Source: an optimization exercise on an open RTL-to-GDS flow (aim: small area). Production flows keep margins and buffers that such runs may drop. Where RTL was checked, it was by simulation tests only, not by an equivalence proof against the original. No functional check of the RTL was part of runs 1 and 2. Power and IR drop assume default switching activity.

==> flow/design.v <==
module aFinalP(
    output [7:0] dr, dg,
    output [7:0] db,
    output [3:0] comm,
    input clk,
    input rst,  
    input [3:0] btn,
    output [7:0] seg,
    output [7:0] score_out
);
    reg [9:0] e;
    reg [5:0] flag;
    reg [7:0] score;
    reg [3:0] pressed;
    reg [3:0] deb;  
    wire pre = (flag == 6'd0) && !e[9];
    wire [2:0] row = e[6:4];
    wire [5:0] s = flag + row;
    reg [3:0] seq;
    always @(*) begin
        case (s)
        6'd7: seq = 4'd1;
        6'd9: seq = 4'd2;
        6'd11: seq = 4'd4;
        6'd13: seq = 4'd8;
        6'd17: seq = 4'd4;
        6'd19: seq = 4'd1;
        6'd21: seq = 4'd2;
        6'd23: seq = 4'd8;
        6'd25: seq = 4'd4;
        6'd27: seq = 4'd4;
        6'd28: seq = 4'd8;
        6'd29: seq = 4'd2;
        6'd30: seq = 4'd1;
        6'd32: seq = 4'd2;
        6'd33: seq = 4'd4;
        6'd34: seq = 4'd1;
        6'd35: seq = 4'd8;
        6'd38: seq = 4'd1;
        6'd39: seq = 4'd2;
        6'd41: seq = 4'd4;
        6'd42: seq = 4'd8;
        6'd44: seq = 4'd2;
        6'd46: seq = 4'd1;
        6'd47: seq = 4'd8;
        default: seq = 4'd0;
        endcase
    end
    wire lane1 = seq[1] | (flag == 6'd24 && row == 3'd7) |
                 (s == 6'd51 && flag < 6'd47) | (s == 6'd52 && flag >= 6'd47);
    wire [3:0] lit = {seq[3:2], lane1, seq[0]} & {4{~pre}};
    wire fin = &flag[5:3];  
    reg [7:0] endpic;
    always @(*) begin
        case ({flag[1:0], row})
        5'd16: endpic = 8'b11000011;
        5'd17: endpic = 8'b10111101;
        5'd18: endpic = 8'b01111110;
        5'd19: endpic = 8'b01111110;
        5'd20: endpic = 8'b01111110;
        5'd21: endpic = 8'b01111110;
        5'd22: endpic = 8'b10111101;
        5'd23: endpic = 8'b11000011;
        5'd8: endpic = 8'b11000011;
        5'd9: endpic = 8'b10111101;
        5'd10: endpic = 8'b01011010;
        5'd11: endpic = 8'b01101110;
        5'd12: endpic = 8'b01101110;
        5'd13: endpic = 8'b01011010;
        5'd14: endpic = 8'b10111101;
        5'd15: endpic = 8'b11000011;
        5'd24: endpic = 8'b11000011;
        5'd25: endpic = 8'b10111101;
        5'd26: endpic = 8'b01101010;
        5'd27: endpic = 8'b01011110;
        5'd28: endpic = 8'b01011110;
        5'd29: endpic = 8'b01101010;
        5'd30: endpic = 8'b10111101;
        5'd31: endpic = 8'b11000011;
        default: endpic = 8'hFF;
        endcase
    end
    wire [7:0] chart_dr = ~{lit[0], lit[0], lit[1], lit[1], lit[2], lit[2], lit[3], lit[3]};
    assign dr = !fin ? chart_dr : flag[0] ? endpic : 8'hFF;
    assign dg = (fin && flag[1]) ? endpic : 8'hFF;
    assign comm = {1'b1, row & {3{~pre}}};
    assign db = 8'hFF;
    assign score_out = score;
    reg [6:0] segments;
    always @(*) begin
        if (score <= 8'd4) segments = 7'b1000110;        
        else if (score <= 8'd14) segments = 7'b0000011;  
        else if (score <= 8'd20) segments = 7'b0001000;  
        else if (score <= 8'd25) segments = 7'b0010010;  
        else segments = 7'b1111111;
    end
    assign seg = {1'b0, segments};
    reg [3:0] act;
    always @(*) begin
        act[0] = (flag == 6'd8 || flag == 6'd20 || flag == 6'd30 || flag == 6'd15 ||
                  flag == 6'd35 || flag == 6'd39 || flag == 6'd47);
        act[1] = (flag == 6'd10 || flag == 6'd22 || flag == 6'd28 || flag == 6'd33 ||
                  flag == 6'd40 || flag == 6'd45 || flag == 6'd53);
        act[2] = (flag == 6'd12 || flag == 6'd18 || flag == 6'd26 || flag == 6'd28 ||
                  flag == 6'd34 || flag == 6'd42);
        act[3] = (flag == 6'd14 || flag == 6'd24 || flag == 6'd29 || flag == 6'd36 ||
                  flag == 6'd43 || flag == 6'd48);
    end
    always @(posedge clk) begin
        if (e[6:0] == 7'd92) deb <= btn;
        if (e[6:0] == 7'd93) deb <= deb & btn;
    end
    wire [16:0] k = {1'b0, flag, e} + 17'd1;
    always @(posedge clk) begin
        if (rst) begin
            e <= 10'd504;
            flag <= 6'd0;
            score <= 8'd0;
            pressed <= 4'd0;
        end else begin
            e <= k[9:0];
            if (flag == 6'd53) begin
                if (&e) begin
                    if (score >= 8'd21 && score <= 8'd25) flag <= 6'd59;
                    else if (score >= 8'd15 && score <= 8'd20) flag <= 6'd58;
                    else if (score <= 8'd14) flag <= 6'd57;
                end
            end else if (!fin)
                flag <= k[15:10];
            if (e[6:0] == 7'd111) begin
                if (|(deb & ~pressed & act)) score <= score + 8'd1;
                pressed <= deb & (pressed | act);
            end
        end
    end
endmodule
==> flow/flow/run.sh <==
#!/bin/bash
# Standard ORFS layout, with two changes: ABC maps the logic for area only
# (flow/area.abc, no buffering or upsizing for a 8 ps target), and the port
# buffers are the smallest buffer cell.
set -euo pipefail
here=$(pwd)
cat > "$here/mysynth.tcl" <<EOT
yosys -import
rename abc my_orig_abc
proc abc {args} {
  set i [lsearch -exact \$args -script]
  if {\$i >= 0} { lset args [expr {\$i + 1}] $here/flow/area.abc }
  my_orig_abc {*}\$args
}
source $here/synth_recipe.tcl
EOT
bash standard.sh SYNTH_SCRIPT="$here/mysynth.tcl" \
  "BUFFER_PORTS_ARGS=-buffer_cell sky130_fd_sc_hd__buf_1" ADDER_MAP_FILE= finish > "$here/standard.log" 2>&1
==> flow/flow/area.abc <==
strash
 dch -f
 amap
 topo
==> flow/standard.sh <==
#!/bin/bash
# synth_recipe.tcl (not shown) runs the flow's synth.tcl, then flattens the netlist and writes it again
# the make line also repeats each setting of config.mk as NAME=value (left out here)
make -C /OpenROAD-flow-scripts/flow DESIGN_CONFIG=/design/flow/config.mk WORK_HOME=/design/flow/orfs CLKGATE_MAP_FILE= SYNTH_SCRIPT=/design/flow/synth_recipe.tcl "${@:-finish}"
==> flow/config.mk <==
export PLATFORM = sky130hd
export DESIGN_NAME = aFinalP
export DESIGN_NICKNAME = aFinalP
export VERILOG_FILES = /design/flow/design.v
export SDC_FILE = /design/flow/constraint.sdc
export NUM_CORES = 4
export LEC_CHECK = 0
export CAP_MARGIN = 20
export CORE_MARGIN = 2
export CORE_UTILIZATION = 40
export SLEW_MARGIN = 20
==> flow/constraint.sdc <==
create_clock -name core_clock -period 8.0 [get_ports {clk}]
set_input_delay 1.6000 -clock core_clock [delete_from_list [all_inputs] [get_ports {clk}]]
set_output_delay 1.6000 -clock core_clock [all_outputs]
set_load 0.01 [all_outputs]
==> summary.txt, run 1 <==
CTS
  – Clock sink count: 32
  – TritonCTS clock tree: built
  – Clk pin slew, worst setup/hold paths: 0.07 ns
  – Setup Buffers After CTS: 0
  – Clock Latency Late Sink: 0.29 ns
  – CTS Buf Count: 5
  – Gates resized, CTS repair: 0
  – Hold_buf cts: 0
  – CTS Buffer Depth: 2
  – CTS H-tree lvls: 2
  – CTS root buf: clkbuf_8

Worst setup path
  – R2r endpoint: score[7]
  – Most frequent CP cell: nor2_1
  – Cells along the critical path: clkinv_1, nor2_1, clkinv_1, nand2_1, nor2_1, a21oi_1, nand2_1, nor2_1, nor2_1, a21oi_1, clkinv_1, a311oi_1, a31oi_1, a311oi_1, o21bai_1, buf_1
  – Startpoint Class: flip-flop
  – CP Buf/Inv Count: 4
  – Delay-heaviest family, CP: compound AO/OA/AOI/OAI gates
  – Arrival time worst endpoint: 3.75 ns
  – Reg2Reg Setup Slack: 4.19 ns
  – CP max stage delay: 0.51 ns
  – Setup CP Type: flip-flop to output port
  – Reg2Reg Depth: 11
  – Reg2Reg Launch Point: flag[0]
  – Setup crit start: flag[1]
  – Worst-path cell with the longest stage delay: dfxtp_1
  – Crit path capture type: output port
  – CP required: 6.40 ns
  – Crit-path max FO: 11

Floorplanning
  – IO Pins: 50
  – Core Rows: 26
  – Core footprint: 5170 um2
  – Die X: 77.6 um
  – Die Ht: 77.6 um
  – Initial core utilization: 0.419
  – Die area: 6020 um2

STA
  – RSZ-0062 raised after global routing: no
  – Slew Viols, Final: 0
  – Post-route setup TNS: 0 ns
  – Slew @ Worst Pin: 0.761 ns
  – Hold Vio Cnt, Final: 0
  – FMAX: 187 MHz
  – # setup viols final: 0
  – Clock skew: 0.00527 ns
  – Minimum clock period: 5.35 ns
  – Period utilization: 0.669
  – Max transition margin: 0.479

Placement
  – PortBufs: 39
  – Cells after DPL: 423
  – Dpl cell area: 2340 um2
  – HPWL Detailed: 4320 um
  – GP Congestion: 0.899

Power and ir drop
  – Pwr/cell area: 124 nW/um2
  – VDD IR max: 103 uV
  – LEAKAGE: 0.763 nW

Detailed routing
  – Drc violations: 0
  – Number of DRC markers in iteration 0: 202
  – DRT Pass-1 Iters: 4
  – Vias post-DR: 2363
  – Mean routed wirelength per cell: 13.1 um
  – WL final: 5650 um
  – Final ANT Viol Nets: 0
  – Via density: 5.48

Synthesis
  – EDFF count, synth: 4
  – Post-synth top flop: dfxtp_1
  – Yosys reg bits: 32
  – Mapped Area: 2170 um2
  – Sequential-to-total area share from yosys stat: 0.314
  – Ys async rst share: 0
  – Unique cell type count in the Yosys netlist: 41
  – Syn Inst Count: 319
  – Syn Area/Cell: 6.79 um2
  – Synth warn: 1

Global routing
  – Initial antenna violation count: 0
  – Pin count of the biggest net entering global routing: 22
  – First-pass GRT wire length: 9840 um
  – Grt ovf: 0
  – Total global-route track usage: 0.197
  – Vias in the first global route: 2181

Cells and area
  – Layout cells sized above 1: 0.0277
  – Reg area: 681 um2
  – Finished Layout Cells: 431
  – Layout Area Growth over Synthesis: 12.2%
  – Area of the multi-input gates: 1280 um2
  – Final net count: 366
  – Fill count: 539
  – Final Cell Area: 2430 um2
  – Diodes inserted: 0

Worst hold path
  – HP Class: flip-flop to flip-flop
  – Hold Crit Depth: 1
  – Hold_sp: e[0]
  – Worst-case hold path end point: e[0]

Status
  – Status: complete, no violations

Job
  – Number of max-cap violations: 0
-- worst max-delay path by stage --
stage	endpoint	slack, ns	depth (start not counted)
final	dr[4]	2.65	16
after CTS	dr[4]	2.69	16
after global routing	dr[4]	2.13	17
after global placement	dr[4]	3.13	16
after floorplan	dr[4]	3.58	16
after detailed placement	dr[4]	3.01	16
-- metal layers --
metal	up-vias	share of wire	routed length (um)	global-route usage
met1	1071	0.47	2670	0.257
met5	-	0	0	0
met4	0	0.0083	47	0.0536
li1	1213	-	-	-
met2	71	0.47	2680	0.330
met3	8	0.045	257	0.0372
-- synthesized netlist by cell type (4+ instances only) --
master / instances / area (um2)
a2111oi_0: 4 / 35.0
a211oi_1: 5 / 37.5
a21oi_1: 14 / 70.1
a31oi_1: 11 / 68.8
buf_4: 13 / 97.6
clkinv_1: 36 / 135
dfxtp_1: 28 / 561
edfxtp_1: 4 / 120
nand2_1: 29 / 109
nand3_1: 6 / 30.0
nor2_1: 67 / 251
nor3_1: 22 / 110
nor4_1: 5 / 31.3
o21a_1: 4 / 30.0
o21ai_0: 24 / 120
o22ai_1: 6 / 37.5
-- per-stage QoR --
step / setup WS [ns] / utilization / power, mW / hold slack [ns]
after detailed placement: 3.01 / 0.452 / 0.180 / 0.481
final: 2.65 / 0.470 / 0.301 / 0.496
after global routing: 2.13 / 0.470 / 0.312 / 0.529
after CTS: 2.69 / 0.469 / 0.304 / 0.499
after floorplan: 3.58 / - / 0.179 / 0.431
after global placement: 3.13 / 0.452 / 0.180 / 0.448
-- worst reg2reg max path: stages (launching register included) --
cell and delay [ns]:
dfxtp_1 0.57, clkinv_1 0.38, nor4_1 0.71, a2111oi_0 0.23, or3b_1 0.39, a31oi_1 0.30
clkinv_1 0.15, nor2_1 0.15, clkinv_1 0.12, nor4bb_1 0.47, nor2_1 0.08, a211oi_1 0.20
-- layout make-up --
class	count	area share
sequential	32	0.280
clock inverter	3	0.00772
clock buffer	5	0.0283
timing repair buffer	40	0.0633
inverter	36	0.0556
tap	70	0.0360
multi-input combinational	245	0.529
-- sequential cells by signal, indices dropped and copies added, names as in the netlist --
name,cells
deb,4
flag,6
score,8
pressed,4
e,10
-- logic make-up after synthesis --
logic type             after synthesis  share of synthesized area
buffers and inverters               50                      0.109
and+or+nand+nor                    144                      0.295
DFF                                 32                      0.314
other                                2                    0.00347
AOI/OAI and AO/OA                   91                      0.278
-- cell usage in the layout (no fill, tap or decap), types with 6 or more instances in the layout --
cell type   n
a21oi_1    14
o21ai_0    24
nand3_1     6
clkinv_1   36
nor2_1     67
a31oi_1    11
buf_1      39
conb_1     10
o22ai_1     6
nor3_1     22
dfxtp_1    28
nand2_1    29
-- report_power, final --
group          leakage, nW  switching [mW]  internal (mW)
Combinational        0.452         0.00773        0.00330
Clock               0.0479          0.0644         0.0606
Sequential           0.262         0.00160          0.164
Total                0.763          0.0737          0.228
==> inputs of run 2 (changes only) <==
--- a/flow/config.mk
+++ b/flow/config.mk
@@ -10,2 +10,3 @@
 export CORE_UTILIZATION = 40
+export CTS_BUF_LIST = sky130_fd_sc_hd__clkbuf_2 sky130_fd_sc_hd__clkbuf_4
 export SLEW_MARGIN = 20
==> run 2 against run 1 <==
  * Non-clock buffer count is the same
  * Via count grew 0.85%
  * Register-to-register slack lost 0.02 ns
  * First-iteration DRC count grew 4.0%
  * Clock skew grew 0.0017 ns
  * Routed wire length shrank 0.27%
  * Worst hold slack gained 0.0090 ns
  * Utilization shrank 0.60 points
  * Combinational power is essentially flat
  * Sequential share of layout area grew 0.37 points
  * Sequential power is essentially flat
  * Critical path type unchanged
==> summary.txt, run 2 <==
Status
  – Status: complete, no violations (unchanged)

Global routing
  – First-pass GRT wire length: 9830 um (was 9840 um)
  – Initial antenna violation count: 0 (unchanged)
  – Total global-route track usage: 0.198 (was 0.197)
  – Vias in the first global route: 2181 (unchanged)
  – Pin count of the biggest net entering global routing: 22 (unchanged)
  – Grt ovf: 0 (unchanged)

Power and ir drop
  – Pwr/cell area: 113 nW/um2 (was 124 nW/um2)
  – Psw: 0.0706 mW (was 0.0737 mW)
  – Clock power frac: 0.350 (was 0.415)
  – Total power: 0.271 mW (was 0.301 mW)
  – LEAKAGE: 0.750 nW (was 0.763 nW)
  – Comb pwr share: 0.040 (was 0.037)
  – Sequential share of power: 0.609 (was 0.549)
  – Pint: 0.201 mW (was 0.228 mW)
  – Switching Share: 0.260 (was 0.245)
  – VDD IR max: 100 uV (was 103 uV)

Floorplanning
  – Core footprint: 5170 um2 (unchanged)
  – Die Ht: 77.6 um (unchanged)
  – Die X: 77.6 um (unchanged)
  – Core Rows: 26 (unchanged)
  – IO Pins: 50 (unchanged)
  – Initial core utilization: 0.419 (unchanged)
  – Die area: 6020 um2 (unchanged)

Worst setup path
  – CP required: 6.40 ns (about the same)
  – CP max stage delay: 0.52 ns (was 0.51 ns)
  – Crit path capture type: output port (unchanged)
  – CP Buf/Inv Count: 4 (unchanged)
  – Crit-path max FO: 11 (unchanged)
  – Startpoint Class: flip-flop (unchanged)
  – Cells along the critical path: clkinv_1, nor2_1, clkinv_1, nand2_1, nor2_1, a21oi_1, nand2_1, nor2_1, nor2_1, a21oi_1, clkinv_1, a311oi_1, a31oi_1, a311oi_1, o21bai_1, buf_1 (unchanged)
  – Delay-heaviest family, CP: compound AO/OA/AOI/OAI gates (unchanged)
  – Setup CP Type: flip-flop to output port (unchanged)
  – Worst-path cell with the longest stage delay: dfxtp_1 (unchanged)
  – Most frequent CP cell: nor2_1 (unchanged)
  – Number of cells on the critical path: 16 (unchanged)
  – Arrival time worst endpoint: 3.82 ns (was 3.75 ns)
  – Reg2Reg Depth: 11 (unchanged)

STA
  – # setup viols final: 0 (unchanged)
  – Slew Viols, Final: 0 (unchanged)
  – Slew @ Worst Pin: 0.750 ns (was 0.761 ns)
  – RSZ-0062 raised after global routing: no (unchanged)
  – Hold Vio Cnt, Final: 0 (unchanged)
  – FMAX: 184 MHz (was 187 MHz)
  – Period utilization: 0.678 (was 0.669)
  – Clock skew: 0.00697 ns (was 0.00527 ns)
  – Post-route setup TNS: 0 ns (unchanged)
  – Minimum clock period: 5.42 ns (was 5.35 ns)
  – Max transition margin: 0.487 (was 0.479)

Synthesis
  – Syn Area/Cell: 6.79 um2 (unchanged)
  – Mux contribution to synthesized area: 0 (unchanged)
  – Post-Synth Adder-Cell Area: 0 (unchanged)
  – Sequential-to-total area share from yosys stat: 0.314 (unchanged)
  – Synth top area share: 0.259 (unchanged)
  – Synth warn: 1 (unchanged)
  – EDFF count, synth: 4 (unchanged)
  – Ys async rst share: 0 (unchanged)
  – Post-synth top flop: dfxtp_1 (unchanged)
  – Count leader, synth: nor2_1 (unchanged)
  – Synth Area in XOR/XNOR: 0 (unchanged)
  – Synth area leader: dfxtp_1 (unchanged)
  – Mapped Area: 2170 um2 (unchanged)
  – Unique cell type count in the Yosys netlist: 41 (unchanged)
  – Post-synthesis compound-gate area fraction: 0.278 (unchanged)
  – Yosys reg bits: 32 (unchanged)
  – Simple-Gate Fraction of Synth Area: 0.295 (unchanged)
  – Synth cell count leaders: nor2_1, clkinv_1, nand2_1, dfxtp_1, o21ai_0 (unchanged)
  – Syn Inst Count: 319 (unchanged)
  – Synth top area cells: dfxtp_1, nor2_1, clkinv_1 (unchanged)
  – Largest family of logic cells by synthesized area: simple AND/OR/NAND/NOR gates (unchanged)

Cells and area
  – Largest register by flop count: e (unchanged)
  – Final Cell Area: 2400 um2 (was 2430 um2)
  – Layout cells sized above 1: 0.0277 (unchanged)
  – Finished Layout Cells: 431 (unchanged)
  – Layout Area Growth over Synthesis: 10.7% (was 12.2%)
  – Most common cell after layout, fill and taps aside: nor2_1 (unchanged)
  – Largest register FFs: 10 (unchanged)
  – Top flop regs: e: 10 flops, score: 8 flops, flag: 6 flops (unchanged)
  – Commonest non-fill, non-tap cells in the layout: nor2_1, buf_1, clkinv_1 (unchanged)
  – Diodes inserted: 0 (unchanged)
  – Final net count: 366 (unchanged)

Detailed routing
  – WL final: 5640 um (was 5650 um)
  – Number of DRC markers in iteration 0: 210 (was 202)
  – Final ANT Viol Nets: 0 (unchanged)
  – Via density: 5.53 (was 5.48)
  – Mean routed wirelength per cell: 13.1 um (about the same)
  – Vias post-DR: 2383 (was 2363)
  – Drc violations: 0 (unchanged)
  – DRT Pass-1 Iters: 4 (unchanged)

CTS
  – Setup Buffers After CTS: 0 (unchanged)
  – Clock sink count: 32 (unchanged)
  – CTS Buf Count: 5 (unchanged)
  – CTS H-tree lvls: 2 (unchanged)
  – Gates resized, CTS repair: 0 (unchanged)
  – Clk pin slew, worst setup/hold paths: 0.11 ns (was 0.07 ns)
  – CTS Buffer Depth: 2 (unchanged)
  – TritonCTS clock tree: built (unchanged)
  – Hold_buf cts: 0 (unchanged)
  – CTS root buf: clkbuf_4 (was clkbuf_8)
  – Clock Latency Late Sink: 0.34 ns (was 0.29 ns)

Placement
  – GP Congestion: 0.899 (unchanged)
  – PortBufs: 39 (unchanged)
  – Dpl cell area: 2340 um2 (unchanged)
  – Cells after DPL: 423 (unchanged)
  – HPWL Detailed: 4320 um (unchanged)

Worst hold path
  – HP Class: flip-flop to flip-flop (unchanged)
  – Hold Crit Depth: 1 (unchanged)

Job
  – Number of max-cap violations: 0 (unchanged)
## run 2: cell count changes in the layout (fill, tap and decap cells not counted)
cell      before  now
clkbuf_4       0    5
clkbuf_8       5    0
## run 2: path summary, 6_finish.rpt
kind / from / end / slack [ns]
setup / recovery: flag[1] / dr[4] / 2.58
hold / removal: score[7] / score[7] / 0.51
setup reg to reg: flag[0] / score[7] / 4.17
hold reg to reg: score[7] / score[7] / 0.51
## run 2: power groups by stage
| stage | sequential (mW) | clock [mW] | combinational [mW] |
|---|---|---|---|
| after floorplan | 0.168 | 0 | 0.0104 |
| after global placement | 0.169 | 0 | 0.0108 |
| after detailed placement | 0.169 | 0 | 0.0109 |
| after CTS | 0.165 | 0.0981 | 0.0109 |
| after global routing | 0.166 | 0.104 | 0.0126 |
| final | 0.165 | 0.0951 | 0.0110 |
## run 2: cell families after synthesis
| family | Yosys count |
|---|---|
| compound gates | 91 |
| buf+inv | 50 |
| flops | 32 |
| other cells | 2 |
| simple gates | 144 |
## run 2: per-stage QoR
stage / hold slack (ns) / utilization / worst slack [ns]
2_1_floorplan: 0.431 / - / 3.58
3_3_place_gp: 0.448 / 0.452 / 3.13
3_5_place_dp: 0.481 / 0.452 / 3.01
4_1_cts: 0.509 / 0.463 / 2.62
5_1_grt: 0.539 / 0.464 / 2.04
6_report: 0.505 / 0.464 / 2.58
## run 2: cell type report
class	instances	area (um2)
well taps	70	87.6
flip-flops and latches	32	681
clock buffers	5	37.5
repair buffers	40	154
inverters	36	135
fillers	543	2770
multi-input cells	245	1280
clock inverters	3	18.8
## run 2: layer usage
metal	track usage	up-vias	wire [um]
met1	0.256	1072	2640
met2	0.328	86	2660
li1	-	1217	-
met3	0.0512	8	294
met5	0	-	0
met4	0.0482	0	44
==> inputs of run 3 (changes only) <==
--- a/flow/design.v
+++ b/flow/design.v
@@ -83,3 +83,3 @@
     wire [7:0] chart_dr = ~{lit[0], lit[0], lit[1], lit[1], lit[2], lit[2], lit[3], lit[3]};
-    assign dr = !fin ? chart_dr : flag[0] ? endpic : 8'hFF;
+    assign dr = chart_dr & ((fin && flag[0]) ? endpic : 8'hFF);
     assign dg = (fin && flag[1]) ? endpic : 8'hFF;
--- a/flow/flow/run.sh
+++ b/flow/flow/run.sh
@@ -1,5 +1,8 @@
 #!/bin/bash
-# Standard ORFS layout, with two changes: ABC maps the logic for area only
-# (flow/area.abc, no buffering or upsizing for a 8 ps target), and the port
-# buffers are the smallest buffer cell.
+# The standard ORFS layout (standard.sh), with three changes:
+# - ABC maps the logic with flow/area.abc (AIG optimisation, then area-only
+#   mapping, no buffering or upsizing) instead of abc_area/abc_speed;
+# - no half/full adder cells from ADDER_MAP_FILE: adders are left to ABC;
+# - the port buffers are the smallest buffer cell, buf_1.
+# Every tool's output is in standard.log and ORFS's own logs under orfs/logs.
 set -euo pipefail
==> flow/flow/area.abc (replaced) <==
strash
&get -n
&deepsyn -I 2 -J 20
&put
dch -f
amap
topo
--- a/flow/config.mk
+++ b/flow/config.mk
@@ -10,3 +10,5 @@
 export CORE_UTILIZATION = 40
-export CTS_BUF_LIST = sky130_fd_sc_hd__clkbuf_2 sky130_fd_sc_hd__clkbuf_4
+export CTS_BUF_LIST = sky130_fd_sc_hd__clkbuf_8
+export CTS_CLUSTER_DIAMETER = 100
+export CTS_CLUSTER_SIZE = 40
 export SLEW_MARGIN = 20
==> run 3 against run 2 <==
  * Count of clock-buffer cells in the layout increased by 2
  * Worst hold slack got worse by 0.038 ns
  * Critical path depth unchanged
  * First-iteration DRC count down 22%
  * Final cell count fell by 6.0%
  * Largest power group unchanged
  * Sequential share of layout area increased by 1.8 points
  * Die area decreased by 7.2%
  * Sequential power is essentially flat
  * Critical endpoint is now dr[7]
  * Register-to-register slack improved by 0.79 ns
  * Non-clock buffer count fell by 1
  * Power increased by 18%
  * Global-route usage is 0.44 points lower
==> summary.txt, run 3 <==
Global routing
  – Pin count of the biggest net entering global routing: 17 (was 22)
  – First-pass GRT wire length: 8360 um (was 9830 um)
  – Initial antenna violation count: 0 (unchanged)
  – Grt ovf: 0 (unchanged)
  – Total global-route track usage: 0.194 (was 0.198)
  – Vias in the first global route: 1809 (was 2181)

STA
  – Max transition margin: 0.414 (was 0.487)
  – FMAX: 202 MHz (was 184 MHz)
  – Slew @ Worst Pin: 0.867 ns (was 0.750 ns)
  – Clock skew: 0.00366 ns (was 0.00697 ns)
  – Minimum clock period: 4.96 ns (was 5.42 ns)
  – RSZ-0062 raised after global routing: no (unchanged)
  – Period utilization: 0.620 (was 0.678)
  – # setup viols final: 0 (unchanged)
  – Post-route setup TNS: 0 ns (unchanged)
  – Slew Viols, Final: 0 (unchanged)
  – Hold Vio Cnt, Final: 0 (unchanged)

Worst setup path
  – Worst-path cell with the longest stage delay: dfxtp_1 (unchanged)
  – Startpoint Class: flip-flop (unchanged)
  – Crit path capture type: output port (unchanged)
  – Delay-heaviest family, CP: compound AO/OA/AOI/OAI gates (unchanged)
  – CP required: 6.40 ns (about the same)
  – CP Buf/Inv Count: 3 (was 4)
  – Most frequent CP cell: nor2_1 (unchanged)
  – Cells along the critical path: clkinv_1, nor2_1, nor2_1, a21oi_1, nand2_1, o21ai_0, nand2_1, o21ai_0, clkinv_1, o21ai_0, o22ai_1, nor2_1, a31oi_1, a2111oi_0, nor2_1, buf_1 (was clkinv_1, nor2_1, clkinv_1, nand2_1, nor2_1, a21oi_1, nand2_1, nor2_1, nor2_1, a21oi_1, clkinv_1, a311oi_1, a31oi_1, a311oi_1, o21bai_1, buf_1)
  – Setup CP Type: flip-flop to output port (unchanged)
  – CP max stage delay: 0.47 ns (was 0.52 ns)
  – Crit-path max FO: 8 (was 11)
  – Arrival time worst endpoint: 3.36 ns (was 3.82 ns)

Floorplanning
  – Initial core utilization: 0.418 (was 0.419)
  – Die area: 5580 um2 (was 6020 um2)
  – Core footprint: 4790 um2 (was 5170 um2)
  – IO Pins: 50 (unchanged)
  – Die X: 74.7 um (was 77.6 um)
  – Core Rows: 25 (was 26)
  – Die Ht: 74.7 um (was 77.6 um)

Cells and area
  – Top flop regs: e: 10 flops, score: 8 flops, flag: 6 flops (unchanged)
  – Final Util: 0.471 (was 0.464)
  – Largest register by flop count: e (unchanged)
  – Largest register FFs: 10 (unchanged)
  – Layout Area Growth over Synthesis: 12.8% (was 10.7%)
  – Commonest non-fill, non-tap cells in the layout: nor2_1, buf_1, clkinv_1 (unchanged)
  – Final net count: 344 (was 366)
  – Diodes inserted: 0 (unchanged)
  – Layout cells sized above 1: 0.0207 (was 0.0277)
  – Finished Layout Cells: 405 (was 431)
  – Most common cell after layout, fill and taps aside: nor2_1 (unchanged)

CTS
  – Clock Latency Late Sink: 0.28 ns (was 0.34 ns)
  – CTS Buf Count: 5 (unchanged)
  – CTS root buf: clkbuf_8 (was clkbuf_4)
  – Clock sink count: 32 (unchanged)
  – TritonCTS clock tree: built (unchanged)
  – CTS Buffer Depth: 2 (unchanged)
  – Gates resized, CTS repair: 0 (unchanged)
  – Hold_buf cts: 0 (unchanged)
  – CTS H-tree lvls: 2 (unchanged)
  – Clk pin slew, worst setup/hold paths: 0.07 ns (was 0.11 ns)
  – Setup Buffers After CTS: 0 (unchanged)

Placement
  – GP Congestion: 0.917 (was 0.899)
  – Cells after DPL: 398 (was 423)
  – HPWL Detailed: 3920 um (was 4320 um)
  – PortBufs: 39 (unchanged)

Synthesis
  – Simple-Gate Fraction of Synth Area: 0.291 (was 0.295)
  – Ys async rst share: 0 (unchanged)
  – Synth cell count leaders: nor2_1, clkinv_1, nand2_1, dfxtp_1, o21ai_0 (unchanged)
  – Mux contribution to synthesized area: 0 (unchanged)
  – Unique cell type count in the Yosys netlist: 33 (was 41)
  – Post-synthesis compound-gate area fraction: 0.250 (was 0.278)
  – Syn Area/Cell: 6.71 um2 (was 6.79 um2)
  – EDFF count, synth: 4 (unchanged)
  – Post-Synth Adder-Cell Area: 0 (unchanged)
  – Syn Inst Count: 298 (was 319)
  – Largest family of logic cells by synthesized area: simple AND/OR/NAND/NOR gates (unchanged)
  – Mapped Area: 2000 um2 (was 2170 um2)
  – Count leader, synth: nor2_1 (unchanged)
  – Yosys reg bits: 32 (unchanged)
  – Synth top area share: 0.280 (was 0.259)
  – Synth Area in XOR/XNOR: 0 (unchanged)
  – Synth top area cells: dfxtp_1, nor2_1, o21ai_0 (was dfxtp_1, nor2_1, clkinv_1)
  – Sequential-to-total area share from yosys stat: 0.340 (was 0.314)
  – Synth warn: 1 (unchanged)
  – Post-synth top flop: dfxtp_1 (unchanged)
  – Synth area leader: dfxtp_1 (unchanged)

Power and ir drop
  – Pwr/cell area: 142 nW/um2 (was 113 nW/um2)
  – LEAKAGE: 0.739 nW (was 0.750 nW)
  – VDD IR max: 118 uV (was 100 uV)

Detailed routing
  – Mean routed wirelength per cell: 12.8 um (was 13.1 um)
  – Vias post-DR: 2135 (was 2383)
  – Number of DRC markers in iteration 0: 164 (was 210)
  – Final ANT Viol Nets: 0 (unchanged)
  – WL final: 5190 um (was 5640 um)
  – Via density: 5.27 (was 5.53)
  – DRT Pass-1 Iters: 4 (unchanged)
  – Drc violations: 0 (unchanged)

Worst hold path
  – HP Class: flip-flop to flip-flop (unchanged)

Status
  – Status: complete, no violations (unchanged)

Job
  – Number of max-cap violations: 0 (unchanged)
## run 3: changes by cell type in the layout (fill, tap and decap cells not counted), sizes merged, moves of 4 or more
cell	previous run	this run
o22ai	6	10
o21a	4	8
a31oi	11	6
clkinv	39	34
## run 3: cell type report
cell class | instances | area, um2
tap | 67 | 83.8
timing repair buffer | 39 | 146
inverter | 34 | 128
multi-input combinational | 226 | 1120
clock buffer | 7 | 96.3
sequential | 32 | 681
fill | 522 | 2530
## run 3: per-layer routing
layer | vias to the layer above | track usage | routed length, um
met3 | 7 | 0.0348 | 278
met4 | 0 | 0.0794 | 74
met2 | 69 | 0.289 | 2290
met1 | 944 | 0.277 | 2540
li1 | 1115 | - | -
met5 | - | 0 | 0
## run 3: worst paths after layout
kind	start	end	slack (ns)	cells past startpoint
max reg2reg	flag[2]	score[7]	4.96	14
max	flag[0]	dr[7]	3.04	16
min reg2reg	e[2]	e[2]	0.47	2
min	e[2]	e[2]	0.47	2
## run 3: metrics by stage
stage | power, mW | hold WS (ns) | setup WS [ns] | cell area (um2)
final | 0.321 | 0.468 | 3.04 | 2260
after detailed placement | 0.189 | 0.460 | 3.41 | 2160
after global placement | 0.189 | 0.455 | 3.53 | 2160
after CTS | 0.325 | 0.470 | 3.07 | 2260
after global routing | 0.333 | 0.492 | 2.68 | 2260
after floorplan | 0.186 | 0.435 | 3.89 | 2030
## run 3: worst reg2reg max path: cells and delay by family, from the launching register on
| family | cells | cell delay, ns |
|---|---|---|
| buffers and inverters | 3 | 0.57 |
| AO/OA/AOI/OAI | 5 | 0.72 |
| AND/OR/NAND/NOR | 6 | 1.19 |
| flip-flops | 1 | 0.48 |
## run 3: power breakdown
part	switching [mW]	internal [mW]	leakage (nW)
logic	0.0140	0.00594	0.426
registers	0.00192	0.164	0.263
clock network	0.0580	0.0765	0.0503
## run 3: cell families after synthesis
family | count (synthesis)
buf+inv | 48
compound gates | 81
simple gates | 135
flops | 32
other cells | 2
==> inputs of run 4 (changes only) <==
--- a/flow/config.mk
+++ b/flow/config.mk
@@ -10,3 +10,3 @@
 export CORE_UTILIZATION = 40
-export CTS_BUF_LIST = sky130_fd_sc_hd__clkbuf_8
+export CTS_BUF_LIST = sky130_fd_sc_hd__clkbuf_4
 export CTS_CLUSTER_DIAMETER = 100
==> run 4 against run 3 <==
  * Setup slack worse by 0.044 ns
  * Register-to-register slack about the same
  * Final cell count unchanged
  * Non-clock buffer count unchanged
  * First-iteration DRC count down 10%
  * Maximum frequency down 0.88%
  * Critical endpoint unchanged
  * Flip-flop and latch count unchanged
  * Power down 16%
  * Synthesized cell count unchanged
  * Highest routed layer unchanged
  * Sequential share of layout area up 0.70 points
  * Combinational power about the same
==> summary.txt, run 4 <==
Cells and area
  – Layout Area Growth over Synthesis: 10.2% (was 12.8%)
  – Final Util: 0.461 (was 0.471)
  – Commonest non-fill, non-tap cells in the layout: nor2_1, buf_1, clkinv_1 (unchanged)
  – Largest register by flop count: e (unchanged)
  – Most common cell after layout, fill and taps aside: nor2_1 (unchanged)
  – Diodes inserted: 0 (unchanged)
  – Final net count: 344 (unchanged)
  – Layout cells sized above 1: 0.0148 (was 0.0207)
  – Fill count: 524 (was 522)
  – Largest register FFs: 10 (unchanged)
  – Top flop regs: e: 10 flops, score: 8 flops, flag: 6 flops (unchanged)

Power and ir drop
  – VDD IR max: 80.1 uV (was 118 uV)
  – LEAKAGE: 0.715 nW (was 0.739 nW)
  – Pwr/cell area: 122 nW/um2 (was 142 nW/um2)

STA
  – Hold Vio Cnt, Final: 0 (unchanged)
  – Post-route setup TNS: 0 ns (unchanged)
  – Max transition margin: 0.359 (was 0.414)
  – Minimum clock period: 5.01 ns (was 4.96 ns)
  – RSZ-0062 raised after global routing: no (unchanged)
  – Period utilization: 0.626 (was 0.620)
  – Clock skew: 0.00726 ns (was 0.00366 ns)
  – Slew Viols, Final: 0 (unchanged)
  – Slew @ Worst Pin: 0.948 ns (was 0.867 ns)
  – FMAX: 200 MHz (was 202 MHz)
  – # setup viols final: 0 (unchanged)

Synthesis
  – Synth area leader: dfxtp_1 (unchanged)
  – Ys async rst share: 0 (unchanged)
  – EDFF count, synth: 4 (unchanged)
  – Synth cell count leaders: nor2_1, clkinv_1, nand2_1, dfxtp_1, o21ai_0 (unchanged)
  – Count leader, synth: nor2_1 (unchanged)
  – Sequential-to-total area share from yosys stat: 0.340 (unchanged)
  – Synth top area share: 0.280 (unchanged)
  – Syn Inst Count: 298 (unchanged)
  – Unique cell type count in the Yosys netlist: 33 (unchanged)
  – Synth top area cells: dfxtp_1, nor2_1, o21ai_0 (unchanged)
  – Yosys reg bits: 32 (unchanged)
  – Mapped Area: 2000 um2 (unchanged)
  – Synth warn: 1 (unchanged)
  – Syn Area/Cell: 6.71 um2 (unchanged)
  – Post-synth top flop: dfxtp_1 (unchanged)

CTS
  – TritonCTS clock tree: built (unchanged)
  – Hold_buf cts: 0 (unchanged)
  – Gates resized, CTS repair: 0 (unchanged)
  – CTS root buf: clkbuf_4 (was clkbuf_8)
  – Setup Buffers After CTS: 0 (unchanged)
  – CTS H-tree lvls: 2 (unchanged)
  – CTS Buffer Depth: 2 (unchanged)
  – CTS Buf Count: 5 (unchanged)
  – Clock Latency Late Sink: 0.33 ns (was 0.28 ns)
  – Clock sink count: 32 (unchanged)
  – Clk pin slew, worst setup/hold paths: 0.10 ns (was 0.07 ns)

Detailed routing
  – DRT Pass-1 Iters: 4 (unchanged)
  – Post-Route M1 WL: 2530 um (was 2540 um)
  – Final ANT Viol Nets: 0 (unchanged)
  – Via density: 5.23 (was 5.27)
  – Met2 WL: 2210 um (was 2290 um)
  – Vias post-DR: 2117 (was 2135)
  – WL final: 5160 um (was 5190 um)
  – Mean routed wirelength per cell: 12.7 um (was 12.8 um)
  – Drc violations: 0 (unchanged)
  – Top sig layer: met4 (unchanged)
  – Number of DRC markers in iteration 0: 147 (was 164)
  – Routed met3 length: 324 um (was 278 um)

Placement
  – PortBufs: 39 (unchanged)
  – GP Congestion: 0.917 (unchanged)
  – HPWL Detailed: 3920 um (unchanged)

Worst setup path
  – Crit-path max FO: 11 (was 8)
  – Crit path capture type: output port (unchanged)
  – Reg2Reg Setup Slack: 4.96 ns (about the same)
  – CP required: 6.40 ns (about the same)
  – Setup CP Type: flip-flop to output port (unchanged)
  – Startpoint Class: flip-flop (unchanged)
  – Arrival time worst endpoint: 3.41 ns (was 3.36 ns)

Floorplanning
  – Die area: 5580 um2 (unchanged)
  – Die X: 74.7 um (unchanged)
  – IO Pins: 50 (unchanged)
  – Core Rows: 25 (unchanged)
  – Core footprint: 4790 um2 (unchanged)
  – Initial core utilization: 0.418 (unchanged)
  – Die Ht: 74.7 um (unchanged)

Global routing
  – Grt ovf: 0 (unchanged)
  – Pin count of the biggest net entering global routing: 17 (unchanged)
  – First-pass GRT wire length: 8340 um (was 8360 um)
  – Vias in the first global route: 1813 (was 1809)
  – Initial antenna violation count: 0 (unchanged)
  – Total global-route track usage: 0.194 (about the same)

Job
  – Number of max-cap violations: 0 (unchanged)

Worst hold path
  – HP Class: flip-flop to flip-flop (unchanged)

Status
  – Status: complete, no violations (unchanged)
-- run 4: cell counts after synthesis --
Identical to the previous run, type by type.
-- run 4: area by class of cell --
| cell class | instances | area [um2] | share of cell area |
|---|---|---|---|
| clock buffers | 5 | 37.5 | 0.0170 |
| clock inverters | 2 | 7.51 | 0.00341 |
| inverters | 34 | 128 | 0.0579 |
| multi-input cells | 226 | 1120 | 0.509 |
| flip-flops and latches | 32 | 681 | 0.309 |
| well taps | 67 | 83.8 | 0.0380 |
| repair buffers | 39 | 146 | 0.0664 |
-- run 4: logic make-up after synthesis --
kind of cell,synth area share
other,0.00375
and+or+nand+nor,0.291
buffers and inverters,0.114
DFF,0.340
AOI/OAI and AO/OA,0.250
-- run 4: worst paths after layout --
check	from	end	cells after the start
worst max-delay path	flag[1]	dr[7]	16
worst max register to register	flag[4]	score[7]	12
worst min-delay path	e[2]	e[2]	2
worst min register to register	e[2]	e[2]	2
-- run 4: critical path, cell delays in order, from the launching register on --
cell and delay [ns]:
dfxtp_1 0.42, clkinv_1 0.28, nor2_1 0.21, nor2_1 0.06
a21oi_1 0.15, nand2_1 0.09, o21ai_0 0.10, nand2_1 0.10
o21ai_0 0.16, clkinv_1 0.23, o21ai_0 0.26, o22ai_1 0.14
nor2_1 0.11, a31oi_1 0.04, a2111oi_0 0.46, nor2_1 0.11
buf_1 0.15
-- run 4: report_power, final --
part	switching [mW]	internal, mW
registers	0.00193	0.164
clock network	0.0531	0.0306
logic	0.0139	0.00594
-- run 4: metrics by stage --
step,cells,hold slack [ns],power [mW],cell area (um2),setup WS [ns]
2_1_floorplan,306,0.435,0.186,2030,3.89
3_3_place_gp,398,0.455,0.189,2160,3.53
3_5_place_dp,398,0.460,0.189,2160,3.41
4_1_cts,405,0.475,0.273,2200,3.00
5_1_grt,405,0.497,0.283,2200,2.60
6_report,405,0.473,0.270,2200,2.99
-- run 4: metal layers --
metal / track usage / vias to the layer above
met5: 0 / -
met4: 0.0813 / 0
met1: 0.274 / 927
met3: 0.0388 / 11
li1: - / 1111
met2: 0.289 / 68
==> inputs of run 5 (changes only) <==
--- a/flow/config.mk
+++ b/flow/config.mk
@@ -11,4 +11,2 @@
 export CTS_BUF_LIST = sky130_fd_sc_hd__clkbuf_4
-export CTS_CLUSTER_DIAMETER = 100
-export CTS_CLUSTER_SIZE = 40
 export SLEW_MARGIN = 20
==> run 5 against run 4 <==
  * Still clean
  * Non-clock buffer count unchanged
  * Worst hold slack stayed put
  * Synthesized cell count is the same
  * Count of clock-buffer cells in the layout unchanged
  * Critical endpoint unchanged
  * Largest cell class unchanged
  * Highest routed layer unchanged
==> summary.txt, run 5 <==
Status
  – Status: complete, no violations (unchanged)

Detailed routing
  – Final ANT Viol Nets: 0 (unchanged)
  – DRT Pass-1 Iters: 4 (unchanged)
  – Mean routed wirelength per cell: 12.7 um (unchanged)
  – WL final: 5160 um (unchanged)
  – Vias post-DR: 2117 (unchanged)
  – Via density: 5.23 (unchanged)
  – Drc violations: 0 (unchanged)
  – Number of DRC markers in iteration 0: 147 (unchanged)

Synthesis
  – Synth warn: 1 (unchanged)
  – Mapped Area: 2000 um2 (unchanged)
  – Synth area leader: dfxtp_1 (unchanged)
  – Syn Area/Cell: 6.71 um2 (unchanged)
  – Sequential-to-total area share from yosys stat: 0.340 (unchanged)
  – Post-synth top flop: dfxtp_1 (unchanged)
  – Unique cell type count in the Yosys netlist: 33 (unchanged)
  – Synth cell count leaders: nor2_1, clkinv_1, nand2_1, dfxtp_1, o21ai_0 (unchanged)
  – Synth top area cells: dfxtp_1, nor2_1, o21ai_0 (unchanged)
  – Syn Inst Count: 298 (unchanged)
  – Synth top area share: 0.280 (unchanged)
  – Count leader, synth: nor2_1 (unchanged)
  – Ys async rst share: 0 (unchanged)
  – EDFF count, synth: 4 (unchanged)
  – Yosys reg bits: 32 (unchanged)

STA
  – Minimum clock period: 5.01 ns (unchanged)
  – FMAX: 200 MHz (unchanged)
  – Period utilization: 0.626 (unchanged)
  – Hold Slack: 0.473 ns (unchanged)
  – # setup viols final: 0 (unchanged)
  – Hold Vio Cnt, Final: 0 (unchanged)
  – Slew Viols, Final: 0 (unchanged)
  – Clock skew: 0.00726 ns (unchanged)
  – Post-route setup TNS: 0 ns (unchanged)
  – RSZ-0062 raised after global routing: no (unchanged)
  – Setup ws final: 2.99 ns (unchanged)
  – Slew @ Worst Pin: 0.948 ns (unchanged)
  – Max transition margin: 0.359 (unchanged)

CTS
  – Setup Buffers After CTS: 0 (unchanged)
  – Clock sink count: 32 (unchanged)
  – CTS Buf Count: 5 (unchanged)
  – CTS root buf: clkbuf_4 (unchanged)
  – CTS Buffer Depth: 2 (unchanged)
  – Gates resized, CTS repair: 0 (unchanged)
  – TritonCTS clock tree: built (unchanged)
  – Clock Latency Late Sink: 0.33 ns (about the same)
  – Hold_buf cts: 0 (unchanged)
  – CTS H-tree lvls: 2 (unchanged)
  – Clk pin slew, worst setup/hold paths: 0.10 ns (about the same)

Cells and area
  – Final Cell Area: 2200 um2 (unchanged)
  – Reg area: 681 um2 (unchanged)
  – Commonest non-fill, non-tap cells in the layout: nor2_1, buf_1, clkinv_1 (unchanged)
  – Layout cells sized above 1: 0.0148 (unchanged)
  – Most common cell after layout, fill and taps aside: nor2_1 (unchanged)
  – Fill count: 524 (unchanged)
  – Area of the multi-input gates: 1120 um2 (unchanged)
  – Final net count: 344 (unchanged)
  – Largest register FFs: 10 (unchanged)
  – Largest register by flop count: e (unchanged)
  – Layout Area Growth over Synthesis: 10.2% (unchanged)
  – Top flop regs: e: 10 flops, score: 8 flops, flag: 6 flops (unchanged)
  – Diodes inserted: 0 (unchanged)

Placement
  – GP Congestion: 0.917 (unchanged)
  – PortBufs: 39 (unchanged)
  – HPWL Detailed: 3920 um (unchanged)
  – Setup WS pre-CTS: 3.41 ns (unchanged)
  – Dpl cell area: 2160 um2 (unchanged)

Power and ir drop
  – Sequential share of power: 0.616 (about the same)
  – Pwr/cell area: 122 nW/um2 (unchanged)
  – Psw: 0.0690 mW (unchanged)
  – Clock power frac: 0.311 (about the same)
  – VDD IR max: 80.1 uV (unchanged)
  – Comb pwr share: 0.074 (about the same)
  – Pint: 0.201 mW (unchanged)
  – Switching Share: 0.256 (unchanged)
  – LEAKAGE: 0.715 nW (unchanged)

Floorplanning
  – Initial core utilization: 0.418 (unchanged)
  – Die area: 5580 um2 (unchanged)
  – Die Ht: 74.7 um (unchanged)
  – Die X: 74.7 um (unchanged)
  – IO Pins: 50 (unchanged)
  – Core footprint: 4790 um2 (unchanged)
  – Core Rows: 25 (unchanged)

Worst setup path
  – Most frequent CP cell: nor2_1 (unchanged)
  – Worst-path cell with the longest stage delay: a2111oi_0 (unchanged)
  – Worst setup endpoint: dr[7] (unchanged)
  – Reg2Reg Launch Point: flag[4] (unchanged)
  – Startpoint Class: flip-flop (unchanged)
  – Crit path capture type: output port (unchanged)
  – Reg2Reg Setup Slack: 4.96 ns (about the same)
  – Setup CP Type: flip-flop to output port (unchanged)
  – Setup crit start: flag[1] (unchanged)
  – Reg2Reg Depth: 12 (unchanged)
  – Cells along the critical path: clkinv_1, nor2_1, nor2_1, a21oi_1, nand2_1, o21ai_0, nand2_1, o21ai_0, clkinv_1, o21ai_0, o22ai_1, nor2_1, a31oi_1, a2111oi_0, nor2_1, buf_1 (unchanged)
  – CP required: 6.40 ns (about the same)
  – Crit-path max FO: 11 (unchanged)
  – CP max stage delay: 0.46 ns (about the same)
  – Arrival time worst endpoint: 3.41 ns (about the same)
  – R2r endpoint: score[7] (unchanged)

Global routing
  – Pin count of the biggest net entering global routing: 17 (unchanged)
  – First-pass GRT wire length: 8340 um (unchanged)
  – Initial antenna violation count: 0 (unchanged)
  – Total global-route track usage: 0.194 (unchanged)
  – Vias in the first global route: 1813 (unchanged)
  – Grt ovf: 0 (unchanged)

Job
  – Number of max-cap violations: 0 (unchanged)

Worst hold path
  – Hold_sp: e[2] (unchanged)
  – HP Class: flip-flop to flip-flop (unchanged)
-- run 5: worst min path at each step --
stage	endpoint	slack, ns	depth (start not counted)
finish	e[2]	0.47	2
global route	e[2]	0.50	2
floorplan	e[0]	0.43	1
detailed placement	e[2]	0.46	2
CTS	e[2]	0.48	2
global placement	e[2]	0.45	2
-- run 5: worst max-delay path: cells and delay by family (launching register included) --
family,cells,cell delay (ns)
AOI/OAI and AO/OA,7,1.31
and+or+nand+nor,6,0.68
buffers and inverters,3,0.66
DFF,1,0.42
-- run 5: layer usage --
| metal | vias up | part of all wire | global-route usage |
|---|---|---|---|
| met2 | 68 | 0.43 | 0.289 |
| met5 | - | 0 | 0 |
| met3 | 11 | 0.063 | 0.0388 |
| met1 | 927 | 0.49 | 0.274 |
| met4 | 0 | 0.019 | 0.0813 |
| li1 | 1111 | - | - |
-- run 5: cells by family after synthesis --
family          after synthesis  synth area share
simple gates                135             0.291
other cells                   2           0.00375
buf+inv                      48             0.114
flops                        32             0.340
compound gates               81             0.250
-- run 5: layout make-up --
type	count	share of cell area
Multi-Input combinational cell	226	0.509
Sequential cell	32	0.309
Timing Repair Buffer	39	0.0664
Inverter	34	0.0579
Tap cell	67	0.0380
Clock buffer	5	0.0170
Clock inverter	2	0.00341
-- run 5: power by group through the flow --
stage	sequential [mW]	clock, mW	combinational (mW)
2_1_floorplan	0.169	0	0.0171
3_3_place_gp	0.170	0	0.0198
3_5_place_dp	0.170	0	0.0196
4_1_cts	0.166	0.0874	0.0198
5_1_grt	0.166	0.0944	0.0227
6_report	0.166	0.0837	0.0199
-- run 5: metrics by stage --
| step | utilization | std cells | power [mW] |
|---|---|---|---|
| 2_1_floorplan | - | 306 | 0.186 |
| 3_3_place_gp | 0.451 | 398 | 0.189 |
| 3_5_place_dp | 0.451 | 398 | 0.189 |
| 4_1_cts | 0.461 | 405 | 0.273 |
| 5_1_grt | 0.461 | 405 | 0.283 |
| 6_report | 0.461 | 405 | 0.270 |
==> inputs of run 6 (changes only) <==
--- a/flow/design.v
+++ b/flow/design.v
@@ -52,35 +52,13 @@
     wire fin = &flag[5:3];  
-    reg [7:0] endpic;
-    always @(*) begin
-        case ({flag[1:0], row})
-        5'd16: endpic = 8'b11000011;
-        5'd17: endpic = 8'b10111101;
-        5'd18: endpic = 8'b01111110;
-        5'd19: endpic = 8'b01111110;
-        5'd20: endpic = 8'b01111110;
-        5'd21: endpic = 8'b01111110;
-        5'd22: endpic = 8'b10111101;
-        5'd23: endpic = 8'b11000011;
-        5'd8: endpic = 8'b11000011;
-        5'd9: endpic = 8'b10111101;
-        5'd10: endpic = 8'b01011010;
-        5'd11: endpic = 8'b01101110;
-        5'd12: endpic = 8'b01101110;
-        5'd13: endpic = 8'b01011010;
-        5'd14: endpic = 8'b10111101;
-        5'd15: endpic = 8'b11000011;
-        5'd24: endpic = 8'b11000011;
-        5'd25: endpic = 8'b10111101;
-        5'd26: endpic = 8'b01101010;
-        5'd27: endpic = 8'b01011110;
-        5'd28: endpic = 8'b01011110;
-        5'd29: endpic = 8'b01101010;
-        5'd30: endpic = 8'b10111101;
-        5'd31: endpic = 8'b11000011;
-        default: endpic = 8'hFF;
-        endcase
-    end
+    wire f1 = row[1] ^ row[2], f0 = row[0] ^ row[2];
+    wire e_edge = ~f1;        
+    wire e_ring = f1 | ~f0;   
+    wire e_b3 = f1 | f0;
+    wire [7:0] end_r = {e_edge, e_ring, f0 ^ (f1 & flag[1]), f0 ^ (f1 & ~flag[1]),
+                        e_b3, f0, e_ring, e_edge};
+    wire [7:0] end_g = {e_edge, e_ring, f1 ? ~(f0 & flag[0]) : f0, f1 ? (f0 | ~flag[0]) : f0,
+                        e_b3, f1 ? (f0 | ~flag[0]) : f0, e_ring, e_edge};
     wire [7:0] chart_dr = ~{lit[0], lit[0], lit[1], lit[1], lit[2], lit[2], lit[3], lit[3]};
-    assign dr = chart_dr & ((fin && flag[0]) ? endpic : 8'hFF);
-    assign dg = (fin && flag[1]) ? endpic : 8'hFF;
+    assign dr = chart_dr & ((fin && flag[0]) ? end_r : 8'hFF);
+    assign dg = (fin && flag[1]) ? end_g : 8'hFF;
     assign comm = {1'b1, row & {3{~pre}}};
==> flow/flow/run.sh (replaced) <==
#!/bin/bash
# The standard ORFS layout (standard.sh), with these changes:
# - ABC maps the logic with flow/multi_abc.tcl (best of several &deepsyn
#   seeds, area-only mapping, no buffering or upsizing) instead of
#   abc_area/abc_speed;
# - no half/full adder cells from ADDER_MAP_FILE: adders are left to ABC;
# - the port buffers are the smallest buffer cell, buf_1;
# - the constant outputs share the synthesis's tie cell instead of one tie
#   cell per output.
# Every tool's output is in standard.log and ORFS's own logs under orfs/logs.
set -euo pipefail
here=$(pwd)
mkdir -p "$here/abc_runs"
export MULTI_ABC_DIR="$here/abc_runs" MULTI_ABC_N=8
cat > "$here/mysynth.tcl" <<EOT
source $here/flow/multi_abc.tcl
source $here/synth_recipe.tcl
EOT
bash standard.sh SYNTH_SCRIPT="$here/mysynth.tcl" \
  "BUFFER_PORTS_ARGS=-buffer_cell sky130_fd_sc_hd__buf_1" ADDER_MAP_FILE= \
  SKIP_REPAIR_TIE_FANOUT=1 finish > "$here/standard.log" 2>&1
==> flow/flow/multi_abc.tcl (new file) <==
# Sourced by flow/run.sh's synthesis script before synth_recipe.tcl. It wraps
# yosys's abc command: the technology mapping is run with several ABC scripts
# (AIG optimisation by &deepsyn with different seeds, then area-only mapping,
# no buffering or upsizing) and the smallest result is kept.
yosys -import
rename abc my_orig_abc
proc abc {args} {
  set i [lsearch -exact $args -script]
  if {$i < 0} { return [my_orig_abc {*}$args] }
  set li [lsearch -exact $args -liberty]
  set lib [lindex $args [expr {$li + 1}]]
  set dir $::env(MULTI_ABC_DIR)
  design -save multiabc_pre
  set best -1
  set bestarea 1e18
  for {set s 0} {$s < $::env(MULTI_ABC_N)} {incr s} {
    design -load multiabc_pre
    set f [open $dir/abc_$s.script w]
    puts $f "strash\n&get -n\n&deepsyn -I 2 -J 20 -S [expr {2 * $s}]\n&put\ndch -f\namap\ntopo"
    close $f
    lset args [expr {$i + 1}] $dir/abc_$s.script
    my_orig_abc {*}$args
    tee -q -o $dir/abc_$s.stat stat -liberty $lib
    set fh [open $dir/abc_$s.stat r]
    set txt [read $fh]
    close $fh
    regexp {Chip area for module[^:]*:\s*([0-9.]+)} $txt -> area
    puts "MULTIABC seed $s area $area"
    if {$area < $bestarea} {
      set bestarea $area
      set best $s
      design -save multiabc_best
    }
  }
  design -load multiabc_best
  puts "MULTIABC best seed $best area $bestarea"
}
removed: flow/flow/area.abc
==> run 6 against run 5 <==
  * Synthesized area grew 0.63%
  * Largest power group unchanged
  * Flip-flop and latch count stayed put
  * Worst hold slack gained 0.0065 ns
  * Global-route usage shrank 0.43 points
  * Clock skew is 0.0025 ns higher
  * Utilization down 0.21 points
  * Register-to-register slack worse by 0.12 ns
  * Highest routed layer unchanged
  * Setup slack got worse by 0.44 ns
  * Final cell count down 2.7%
  * Count of clock-buffer cells in the layout grew 2
  * Maximum frequency is 8.1% lower
  * Still clean on timing, DRC and antenna
  * First-iteration DRC count down 31%
==> summary.txt, run 6 <==
Status
  – Status: complete, no violations (unchanged)

Job
  – Number of max-cap violations: 0 (unchanged)

Detailed routing
  – Mean routed wirelength per cell: 12.7 um (about the same)
  – DRT Pass-1 Iters: 6 (was 4)
  – Drc violations: 0 (unchanged)
  – WL final: 4990 um (was 5160 um)
  – Number of DRC markers in iteration 0: 102 (was 147)
  – Via density: 5.27 (was 5.23)
  – Final ANT Viol Nets: 0 (unchanged)
  – Vias post-DR: 2076 (was 2117)

Worst hold path
  – HP Class: flip-flop to flip-flop (unchanged)
  – Hold Crit Depth: 1 (was 2)

Worst setup path
  – CP required: 6.40 ns (about the same)
  – Crit-path max FO: 15 (was 11)
  – Startpoint Class: flip-flop (unchanged)
  – Crit path capture type: output port (unchanged)
  – Arrival time worst endpoint: 3.85 ns (was 3.41 ns)
  – Setup CP Type: flip-flop to output port (unchanged)
  – Reg2Reg Setup Slack: 4.84 ns (was 4.96 ns)
  – Reg2Reg Depth: 14 (was 12)

Global routing
  – First-pass GRT wire length: 8250 um (was 8340 um)
  – Total global-route track usage: 0.190 (was 0.194)
  – Pin count of the biggest net entering global routing: 17 (unchanged)
  – Grt ovf: 0 (unchanged)
  – Vias in the first global route: 1760 (was 1813)
  – Initial antenna violation count: 0 (unchanged)

Synthesis
  – EDFF count, synth: 4 (unchanged)
  – Syn Area/Cell: 6.85 um2 (was 6.71 um2)
  – Mapped Area: 2010 um2 (was 2000 um2)
  – Sequential-to-total area share from yosys stat: 0.338 (was 0.340)
  – Unique cell type count in the Yosys netlist: 37 (was 33)
  – Synth top area cells: dfxtp_1, nor2_1, o21ai_0 (unchanged)
  – Count leader, synth: nor2_1 (unchanged)
  – Post-synth top flop: dfxtp_1 (unchanged)
  – Synth warn: 1 (unchanged)
  – Ys async rst share: 0 (unchanged)
  – Synth area leader: dfxtp_1 (unchanged)
  – Syn Inst Count: 294 (was 298)
  – Synth top area share: 0.278 (was 0.280)
  – Synth cell count leaders: nor2_1, clkinv_1, dfxtp_1, nand2_1, o21ai_0 (was nor2_1, clkinv_1, nand2_1, dfxtp_1, o21ai_0)
  – Yosys reg bits: 32 (unchanged)

Cells and area
  – Commonest non-fill, non-tap cells in the layout: nor2_1, buf_1, clkinv_1 (unchanged)
  – Largest register FFs: 10 (unchanged)
  – Largest register by flop count: e (unchanged)
  – Layout Area Growth over Synthesis: 9.01% (was 10.2%)
  – Most common cell after layout, fill and taps aside: nor2_1 (unchanged)
  – Finished Layout Cells: 394 (was 405)
  – Top flop regs: e: 10 flops, score: 8 flops, flag: 6 flops (unchanged)
  – Final net count: 332 (was 344)
  – Layout cells sized above 1: 0.0214 (was 0.0148)
  – Diodes inserted: 0 (unchanged)

CTS
  – CTS Buf Count: 5 (unchanged)
  – Hold_buf cts: 0 (unchanged)
  – Clock sink count: 32 (unchanged)
  – CTS root buf: clkbuf_4 (unchanged)
  – CTS H-tree lvls: 2 (unchanged)
  – Gates resized, CTS repair: 0 (unchanged)
  – TritonCTS clock tree: built (unchanged)
  – Clk pin slew, worst setup/hold paths: 0.09 ns (was 0.10 ns)
  – CTS Buffer Depth: 2 (unchanged)
  – Clock Latency Late Sink: 0.33 ns (about the same)
  – Setup Buffers After CTS: 0 (unchanged)

Power and ir drop
  – Total power: 0.268 mW (was 0.270 mW)
  – VDD IR max: 91.3 uV (was 80.1 uV)
  – LEAKAGE: 0.741 nW (was 0.715 nW)
  – Pwr/cell area: 122 nW/um2 (about the same)

Floorplanning
  – Die X: 74.9 um (was 74.7 um)
  – Initial core utilization: 0.421 (was 0.418)
  – Core footprint: 4790 um2 (unchanged)
  – Core Rows: 25 (unchanged)
  – Die area: 5620 um2 (was 5580 um2)
  – IO Pins: 50 (unchanged)
  – Die Ht: 74.9 um (was 74.7 um)

STA
  – Hold Slack: 0.479 ns (was 0.473 ns)
  – RSZ-0062 raised after global routing: no (unchanged)
  – # setup viols final: 0 (unchanged)
  – Hold Vio Cnt, Final: 0 (unchanged)
  – Slew @ Worst Pin: 0.720 ns (was 0.948 ns)
  – Minimum clock period: 5.45 ns (was 5.01 ns)
  – Max transition margin: 0.515 (was 0.359)
  – Post-route setup TNS: 0 ns (unchanged)
  – Clock skew: 0.00978 ns (was 0.00726 ns)
  – Slew Viols, Final: 0 (unchanged)
  – Period utilization: 0.681 (was 0.626)
  – FMAX: 184 MHz (was 200 MHz)

Placement
  – PortBufs: 39 (unchanged)
  – HPWL Detailed: 3850 um (was 3920 um)
  – Cells after DPL: 386 (was 398)
  – GP Congestion: 0.908 (was 0.917)
==> run 6: cell families after synthesis <==
group                  share of synthesized area
AO/OA/AOI/OAI                              0.264
buffers and inverters                      0.116
flip-flops                                 0.338
other                                    0.00373
AND/OR/NAND/NOR                            0.279
==> run 6: worst max-delay path, stage by stage, from the launching register on <==
cell	delay (ns)
dfxtp_1	0.63
clkinv_1	0.37
nor2_1	0.21
nor2_1	0.06
a21oi_1	0.15
nand2_1	0.08
o21ai_0	0.10
nand2_1	0.12
o21ai_0	0.21
nor2b_1	0.22
nor2_1	0.07
a21oi_1	0.14
nor2_1	0.07
and3_1	0.17
a2111oi_0	0.28
o31ai_1	0.16
nor2_1	0.17
nor2_1	0.06
nor2_1	0.09
buf_1	0.16
==> run 6: through the flow <==
stage	cell area [um2]	utilization	setup slack, ns
5_1_grt	2190	0.459	2.08
4_1_cts	2190	0.459	2.56
3_5_place_dp	2140	0.447	2.93
3_3_place_gp	2140	0.447	3.05
6_report	2190	0.459	2.55
2_1_floorplan	2010	-	3.37
==> run 6: layer usage <==
| layer | wire length [um] | share of wire | global-route usage | vias up |
|---|---|---|---|---|
| li1 | - | - | - | 1096 |
| met1 | 2400 | 0.48 | 0.263 | 903 |
| met2 | 2210 | 0.44 | 0.291 | 70 |
| met3 | 332 | 0.067 | 0.0388 | 7 |
| met4 | 46 | 0.0092 | 0.0714 | 0 |
| met5 | 0 | 0 | 0 | - |
==> run 6: final timing paths <==
kind,endpoint,startpoint
worst min register to register,e[0],e[0]
worst min-delay path,e[0],e[0]
worst max-delay path,dg[5],flag[1]
worst max register to register,score[7],flag[0]
==> run 6: area by class of cell <==
class / count / area, um2
clock buffers: 7 / 52.6
clock inverters: 1 / 3.75
fillers: 501 / 2590
inverters: 34 / 128
multi-input cells: 214 / 1100
flip-flops and latches: 32 / 681
well taps: 67 / 83.8
repair buffers: 39 / 146
==> run 6: power by group <==
group	internal, mW	switching (mW)
combinational	0.00294	0.00745
sequential	0.164	0.00135
clock	0.0405	0.0518
==> inputs of run 7 (changes only) <==
--- a/flow/flow/run.sh
+++ b/flow/flow/run.sh
@@ -20,2 +20,3 @@
   "BUFFER_PORTS_ARGS=-buffer_cell sky130_fd_sc_hd__buf_1" ADDER_MAP_FILE= \
-  SKIP_REPAIR_TIE_FANOUT=1 finish > "$here/standard.log" 2>&1
+  SKIP_REPAIR_TIE_FANOUT=1 \
+  "CTS_ARGS=-sink_clustering_enable -repair_clock_nets -buf_list sky130_fd_sc_hd__clkbuf_4 -dont_use_dummy_load" finish > "$here/standard.log" 2>&1
==> run 7 against run 6 <==
  * Clock skew increased by 0.0072 ns
  * Register-to-register slack gained 0.03 ns
  * Combinational power about the same
  * Setup slack gained 0.016 ns
  * Largest power group unchanged
  * Still clean on timing, DRC and antenna
  * Non-clock buffer count stayed put
  * Clock power shrank 16%
  * Highest routed layer unchanged
  * Sequential share of layout area rose by 0.27 points
  * Maximum frequency up 0.30%
==> summary.txt, run 7 <==
Status
  – Status: complete, no violations (unchanged)

Cells and area
  – Diodes inserted: 0 (unchanged)
  – Reg area: 681 um2 (unchanged)
  – Most common cell after layout, fill and taps aside: nor2_1 (unchanged)
  – Largest register by flop count: e (unchanged)
  – Layout cells sized above 1: 0.0154 (was 0.0214)
  – Fill count: 504 (was 501)
  – Largest register FFs: 10 (unchanged)

STA
  – Minimum clock period: 5.43 ns (was 5.45 ns)
  – Hold Slack: 0.477 ns (was 0.479 ns)
  – Post-route setup TNS: 0 ns (unchanged)
  – Hold Vio Cnt, Final: 0 (unchanged)
  – Max transition margin: 0.518 (was 0.515)
  – Clock skew: 0.0170 ns (was 0.00978 ns)

CTS
  – CTS Buf Count: 5 (unchanged)
  – CTS H-tree lvls: 2 (unchanged)
  – Setup Buffers After CTS: 0 (unchanged)
  – Clk pin slew, worst setup/hold paths: 0.08 ns (was 0.09 ns)
  – CTS Buffer Depth: 2 (unchanged)
  – Hold_buf cts: 0 (unchanged)
  – Gates resized, CTS repair: 0 (unchanged)
  – CTS root buf: clkbuf_4 (unchanged)
  – Clock Latency Late Sink: 0.33 ns (about the same)
  – TritonCTS clock tree: built (unchanged)

Floorplanning
  – IO Pins: 50 (unchanged)
  – Core footprint: 4790 um2 (unchanged)

Synthesis
  – Synth top area cells: dfxtp_1, nor2_1, o21ai_0 (unchanged)
  – Synth warn: 1 (unchanged)
  – Synth cell count leaders: nor2_1, clkinv_1, dfxtp_1, nand2_1, o21ai_0 (unchanged)
  – EDFF count, synth: 4 (unchanged)
  – Post-synth top flop: dfxtp_1 (unchanged)
  – Ys async rst share: 0 (unchanged)
  – Unique cell type count in the Yosys netlist: 37 (unchanged)
  – Synth top area share: 0.278 (unchanged)

Detailed routing
  – Via density: 5.34 (was 5.27)
  – Final ANT Viol Nets: 0 (unchanged)
  – Mean routed wirelength per cell: 12.8 um (was 12.7 um)

Worst setup path
  – Setup CP Type: flip-flop to output port (unchanged)
  – Crit-path max FO: 15 (unchanged)
  – CP required: 6.40 ns (about the same)
  – Worst-path cell with the longest stage delay: dfxtp_1 (unchanged)

Placement
  – PortBufs: 39 (unchanged)
  – GP Congestion: 0.908 (unchanged)

Power and ir drop
  – Pwr/cell area: 116 nW/um2 (was 122 nW/um2)
  – VDD IR max: 86.3 uV (was 91.3 uV)

Global routing
  – Initial antenna violation count: 0 (unchanged)
  – First-pass GRT wire length: 8250 um (unchanged)

Job
  – Number of max-cap violations: 0 (unchanged)
==> run 7: cell counts after synthesis <==
Identical to the previous run, type by type.
==> run 7: cell type report <==
| type | count | share of cell area |
|---|---|---|
| Tap cell | 67 | 0.0385 |
| Inverter | 34 | 0.0587 |
| Sequential cell | 32 | 0.313 |
| Timing Repair Buffer | 39 | 0.0673 |
| Clock buffer | 5 | 0.0173 |
| Multi-Input combinational cell | 214 | 0.505 |
==> run 7: final timing paths <==
check / cells after the start / to / startpoint / slack [ns]
worst max register to register: 14 / score[7] / flag[0] / 4.87
worst min-delay path: 1 / e[0] / e[0] / 0.48
worst min register to register: 1 / e[0] / e[0] / 0.48
worst max-delay path: 19 / dg[5] / flag[1] / 2.57
==> run 7: metrics by stage <==
stage | setup slack, ns | power, mW | util | area (um2) | instances
6_report | 2.57 | 0.253 | 0.455 | 2180 | 391
5_1_grt | 2.10 | 0.264 | 0.455 | 2180 | 391
4_1_cts | 2.57 | 0.257 | 0.455 | 2180 | 391
3_5_place_dp | 2.93 | 0.179 | 0.447 | 2140 | 386
3_3_place_gp | 3.05 | 0.179 | 0.447 | 2140 | 386
2_1_floorplan | 3.37 | 0.179 | - | 2010 | 294
==> run 7: power by group <==
part	internal, mW	total (mW)	switching, mW
registers	0.164	0.165	0.00134
logic	0.00294	0.0104	0.00749
clock network	0.0293	0.0777	0.0484
total	0.196	0.253	0.0573
==> run 7: logic make-up after synthesis <==
group	share of synthesized area
AO/OA/AOI/OAI	0.264
AND/OR/NAND/NOR	0.279
flip-flops	0.338
other	0.00373
buffers and inverters	0.116
==> run 7: per-layer routing <==
| layer | wire length [um] | GRT usage | share of wire |
|---|---|---|---|
| met4 | 51 | 0.0655 | 0.010 |
| met3 | 305 | 0.0388 | 0.061 |
| met1 | 2420 | 0.262 | 0.48 |
| met5 | 0 | 0 | 0 |
| met2 | 2220 | 0.293 | 0.44 |

-- separate check: timing with driven ports --
How much do the figures lean on ideal ports? The routed layouts below were timed once more, with nothing changed but the port constraints.
Step 1 assumes that a clkbuf_16 drives the clock port and a buf_2 every other input.
Step 2 times the ports against the registers' clock, not the clock port: input delays grow and output delays shrink by t, the midpoint of the rising clock arrivals with the driver on.
Three values: no drivers, after step 1, after step 2; two values: the first two.
run	t, ns	setup slack, ns
run 1	0.307	2.647 / 2.623 / 2.930
run 2	0.359	2.575 / 2.553 / 2.912
run 3	0.307	3.039 / 3.014 / 3.321
run 4	0.349	2.995 / 2.973 / 3.322
run 5	0.349	2.995 / 2.973 / 3.322
run 6	0.348	2.554 / 2.531 / 2.879
run 7	0.346	2.570 / 2.547 / 2.893
After both steps setup and hold are still met in every run listed.
